Context: an optimization exercise on an open-source flow, tuned for small area. The choices shown serve that exercise and are no tape-out recipe. The RTL was checked by simulation tests, not by an equivalence proof against the original design. No activity file was given, so power comes from the tool's default toggle rates.

==> inputs of run a <==
Design toplevel, start of the top module:
module toplevel(
    input clock,
    input reset,
    output led_sclk,
    output [6:1] led_l_sin,
    output [6:1] led_r_sin,
    input led_xerr,
    output led_mode,
    output led_blank,
    output led_xlat,
    output led_gsclk,
    output cpld_p8,
    output status_yellow,
    output status_orange,
    output status_red,
    output cpld_p2
  );
Settings: LEC_CHECK=0, CAP_MARGIN=20, CORE_MARGIN=2, CORE_UTILIZATION=25, CTS_BUF_LIST=sky130_fd_sc_hd__clkbuf_8, GPL_TIMING_DRIVEN=1, SLEW_MARGIN=20, SYNTH_MEMORY_MAX_BITS=65536; clock period 10.0 ns.
standard.sh (not shown) runs the stock make flow with config.mk's settings and CLKGATE_MAP_FILE= SYNTH_SCRIPT=/design/flow/synth_recipe.tcl, a recipe that flattens the netlist after the stock synthesis.
==> flow/flow/run.sh <==
#!/bin/bash
# Own layout flow: the standard flow, except that synthesis maps the logic
# with an area-only ABC script and without ORFS's adder extraction.
# Each tool's output goes to a log file of its own in the work folder.
set -euo pipefail
W=$(pwd)
R=$W/orfs/results/$FLOW_PLATFORM/toplevel/base

bash standard.sh synth > log_1_standard_synth.txt 2>&1
cp "$R/1_2_yosys.v" std_1_2_yosys.v

# 2. Own synthesis: same scripts and registers, own ABC mapping.
rm -f "$R/1_2_yosys.v" "$R/1_2_yosys.sdc" "$R/1_synth.odb" "$R/1_synth.sdc"
bash standard.sh SYNTH_SCRIPT="$W/flow/own_synth.tcl" ADDER_MAP_FILE= synth > log_2_own_synth.txt 2>&1

# The registers (instance name and cell type) must be those of the standard
# synthesis; if not, fall back to the standard netlist.
regs() { grep -E '^\s*sky130_fd_sc_hd__(df|dl|sdf|edf)[a-z0-9_]*\s' "$1" | awk '{print $1, $2}' | sort; }
if ! diff <(regs std_1_2_yosys.v) <(regs "$R/1_2_yosys.v") > log_3_regs_diff.txt 2>&1; then
  echo "register mismatch: using the standard synthesis" >> log_3_regs_diff.txt
  rm -f "$R/1_2_yosys.v" "$R/1_2_yosys.sdc" "$R/1_synth.odb" "$R/1_synth.sdc"
  bash standard.sh synth > log_2b_standard_synth_again.txt 2>&1
fi

# 3. The rest of the standard flow, from floorplan to the final layout.
# Ports are buffered as in the standard flow, with the smallest buffer, and
# repair may not use the largest buffers (buf_8, buf_12, buf_16) on top of
# the platform's own dont-use list.
bash standard.sh BUFFER_PORTS_ARGS="-buffer_cell sky130_fd_sc_hd__buf_1" DONT_USE_CELLS="sky130_fd_sc_hd__probe_p_8 sky130_fd_sc_hd__probec_p_8 sky130_fd_sc_hd__lpflow_bleeder_1 sky130_fd_sc_hd__lpflow_clkbufkapwr_1 sky130_fd_sc_hd__lpflow_clkbufkapwr_16 sky130_fd_sc_hd__lpflow_clkbufkapwr_2 sky130_fd_sc_hd__lpflow_clkbufkapwr_4 sky130_fd_sc_hd__lpflow_clkbufkapwr_8 sky130_fd_sc_hd__lpflow_clkinvkapwr_1 sky130_fd_sc_hd__lpflow_clkinvkapwr_16 sky130_fd_sc_hd__lpflow_clkinvkapwr_2 sky130_fd_sc_hd__lpflow_clkinvkapwr_4 sky130_fd_sc_hd__lpflow_clkinvkapwr_8 sky130_fd_sc_hd__lpflow_decapkapwr_12 sky130_fd_sc_hd__lpflow_decapkapwr_3 sky130_fd_sc_hd__lpflow_decapkapwr_4 sky130_fd_sc_hd__lpflow_decapkapwr_6 sky130_fd_sc_hd__lpflow_decapkapwr_8 sky130_fd_sc_hd__lpflow_inputiso0n_1 sky130_fd_sc_hd__lpflow_inputiso0p_1 sky130_fd_sc_hd__lpflow_inputiso1n_1 sky130_fd_sc_hd__lpflow_inputiso1p_1 sky130_fd_sc_hd__lpflow_inputisolatch_1 sky130_fd_sc_hd__lpflow_isobufsrc_1 sky130_fd_sc_hd__lpflow_isobufsrc_16 sky130_fd_sc_hd__lpflow_isobufsrc_2 sky130_fd_sc_hd__lpflow_isobufsrc_4 sky130_fd_sc_hd__lpflow_isobufsrc_8 sky130_fd_sc_hd__lpflow_isobufsrckapwr_16 sky130_fd_sc_hd__lpflow_lsbuf_lh_hl_isowell_tap_1 sky130_fd_sc_hd__lpflow_lsbuf_lh_hl_isowell_tap_2 sky130_fd_sc_hd__lpflow_lsbuf_lh_hl_isowell_tap_4 sky130_fd_sc_hd__lpflow_lsbuf_lh_isowell_4 sky130_fd_sc_hd__lpflow_lsbuf_lh_isowell_tap_1 sky130_fd_sc_hd__lpflow_lsbuf_lh_isowell_tap_2 sky130_fd_sc_hd__lpflow_lsbuf_lh_isowell_tap_4 sky130_fd_sc_hd__buf_8 sky130_fd_sc_hd__buf_12 sky130_fd_sc_hd__buf_16" finish > log_4_standard_finish.txt 2>&1
Other scripts of this flow, unchanged in this note and not shown: flow/flow/own.abc, flow/flow/own_synth.tcl
==> inputs of run b, as changes to run a <==
==> flow/flow/run.sh (replaced) <==
#!/bin/bash
# Own layout flow: the standard flow, except that synthesis maps the logic
# with an area-only ABC script and without ORFS's adder extraction.
# Each tool's output goes to a log file of its own in the work folder.
set -euo pipefail
W=$(pwd)
R=$W/orfs/results/$FLOW_PLATFORM/toplevel/base

bash standard.sh synth > log_1_standard_synth.txt 2>&1
cp "$R/1_2_yosys.v" std_1_2_yosys.v

# 2. Own synthesis: same scripts and registers, own ABC mapping.
rm -f "$R/1_2_yosys.v" "$R/1_2_yosys.sdc" "$R/1_synth.odb" "$R/1_synth.sdc"
bash standard.sh SYNTH_SCRIPT="$W/flow/own_synth.tcl" ADDER_MAP_FILE= synth > log_2_own_synth.txt 2>&1

# The registers (instance name and cell type) must be those of the standard
# synthesis; if not, fall back to the standard netlist.
regs() { grep -E '^\s*sky130_fd_sc_hd__(df|dl|sdf|edf)[a-z0-9_]*\s' "$1" | awk '{print $1, $2}' | sort; }
if ! diff <(regs std_1_2_yosys.v) <(regs "$R/1_2_yosys.v") > log_3_regs_diff.txt 2>&1; then
  echo "register mismatch: using the standard synthesis" >> log_3_regs_diff.txt
  rm -f "$R/1_2_yosys.v" "$R/1_2_yosys.sdc" "$R/1_synth.odb" "$R/1_synth.sdc"
  bash standard.sh synth > log_2b_standard_synth_again.txt 2>&1
fi

# 3. The rest of the standard flow, from floorplan to the final layout.
bash standard.sh > log_4_standard_finish.txt 2>&1
--- a/flow/config.mk
+++ b/flow/config.mk
@@ -8,7 +8,5 @@
 export CAP_MARGIN = 20
 export CORE_MARGIN = 2
 export CORE_UTILIZATION = 25
-export CTS_BUF_LIST = sky130_fd_sc_hd__clkbuf_8
-export GPL_TIMING_DRIVEN = 1
 export SLEW_MARGIN = 20
 export SYNTH_MEMORY_MAX_BITS = 65536
==> inputs of run c, as changes to run a <==
==> flow/flow/run.sh (replaced) <==
#!/bin/bash
# Own layout flow: the standard flow, except that synthesis maps the logic
# with an area-only ABC script and without ORFS's adder extraction.
# Each tool's output goes to a log file of its own in the work folder.
set -euo pipefail
W=$(pwd)
R=$W/orfs/results/$FLOW_PLATFORM/toplevel/base

bash standard.sh synth > log_1_standard_synth.txt 2>&1
cp "$R/1_2_yosys.v" std_1_2_yosys.v

# 2. Own synthesis: same scripts and registers, own ABC mapping.
rm -f "$R/1_2_yosys.v" "$R/1_2_yosys.sdc" "$R/1_synth.odb" "$R/1_synth.sdc"
bash standard.sh SYNTH_SCRIPT="$W/flow/own_synth.tcl" ADDER_MAP_FILE= synth > log_2_own_synth.txt 2>&1

# The registers (instance name and cell type) must be those of the standard
# synthesis; if not, fall back to the standard netlist.
regs() { grep -E '^\s*sky130_fd_sc_hd__(df|dl|sdf|edf)[a-z0-9_]*\s' "$1" | awk '{print $1, $2}' | sort; }
if ! diff <(regs std_1_2_yosys.v) <(regs "$R/1_2_yosys.v") > log_3_regs_diff.txt 2>&1; then
  echo "register mismatch: using the standard synthesis" >> log_3_regs_diff.txt
  rm -f "$R/1_2_yosys.v" "$R/1_2_yosys.sdc" "$R/1_synth.odb" "$R/1_synth.sdc"
  bash standard.sh synth > log_2b_standard_synth_again.txt 2>&1
fi

# 3. The rest of the standard flow, from floorplan to the final layout.
# Ports are buffered as in the standard flow, with the smallest buffer.
bash standard.sh BUFFER_PORTS_ARGS="-buffer_cell sky130_fd_sc_hd__buf_1" finish > log_4_standard_finish.txt 2>&1
--- a/flow/config.mk
+++ b/flow/config.mk
@@ -8,7 +8,6 @@
 export CAP_MARGIN = 20
 export CORE_MARGIN = 2
 export CORE_UTILIZATION = 25
-export CTS_BUF_LIST = sky130_fd_sc_hd__clkbuf_8
-export GPL_TIMING_DRIVEN = 1
+export GPL_TIMING_DRIVEN = 0
 export SLEW_MARGIN = 20
 export SYNTH_MEMORY_MAX_BITS = 65536
==> summary of the runs <==
Between run a and run c, the lower count of clock-buffer cells in the layout is in run a (gap 1). The lowest first-iteration DRC count belongs to run b, the highest to run a. Maximum frequency: run a > run b > run c. Combinational power: run b is higher than run a (about 3%). In run c the critical path depth is lower than in run a, by 3. Via count, lowest first: run c, run b, run a.
==> figures <==
| metric | run c | run a | run b |
|---|---|---|---|
| Seq pwr share | 0.236 | 0.231 | 0.213 |
| Root Buffer Master | sky130_fd_sc_hd__clkbuf_16 | sky130_fd_sc_hd__clkbuf_8 | sky130_fd_sc_hd__clkbuf_16 |
| Met2 wire length | 8930 um | 9890 um | 9400 um |
| Least-Margin Pin Slew | 1170 ps | 1190 ps | 1000 ps |
| Fraction of standard cell area that is sequential | 0.118 | 0.122 | 0.116 |
| Worst clock skew on the final layout | 2.64 ps | 9.80 ps | 1.31 ps |
| Clock distribution power | 0.0000936 W | 0.0000859 W | 0.000116 W |
| GRT met1 Usage | 0.342 | 0.389 | 0.379 |
| Terminating pin of the worst hold path | ph[0] | ph[0] | blank_count[6] |
| P_seq | 0.000131 W | 0.000126 W | 0.000124 W |
| Pin count of the biggest net entering global routing | 41 | 35 | 58 |
| Switching power summed over all nets | 0.000292 W | 0.000300 W | 0.000300 W |
| Outcome | finished clean | finished clean | finished clean |
| Clk_buf instances | 4 | 3 | 3 |

[port drivers added, routing unchanged]
The results above use ideal ports. As a check the final layouts listed here were re-extracted and re-timed, cells and wires unchanged.
Step 1 assumes that a clkbuf_16 drives the clock port and a buf_2 every other input.
Step 2, shift: input delay + t, output delay - t, t = (earliest + latest rising clock arrival at the registers) / 2. This alone moves slack from input paths to output paths.
a / b / c = ideal ports / drivers / drivers and shift; a / b = the first two.
run	t, ns	slack for setup (ns)	worst setup path at the end	clock arrival spread, ns	cell pins on the clock port's net
run a	0.289	3.097 / 3.076 / 3.365	register to output	0.010 / 0.010	1
run b	0.282	3.048 / 3.022 / 3.305	register to output	0.001 / 0.001	1
run c	0.280	2.985 / 2.956 / 3.237	register to output	0.003 / 0.003	1
After both steps every run listed still meets setup and hold.
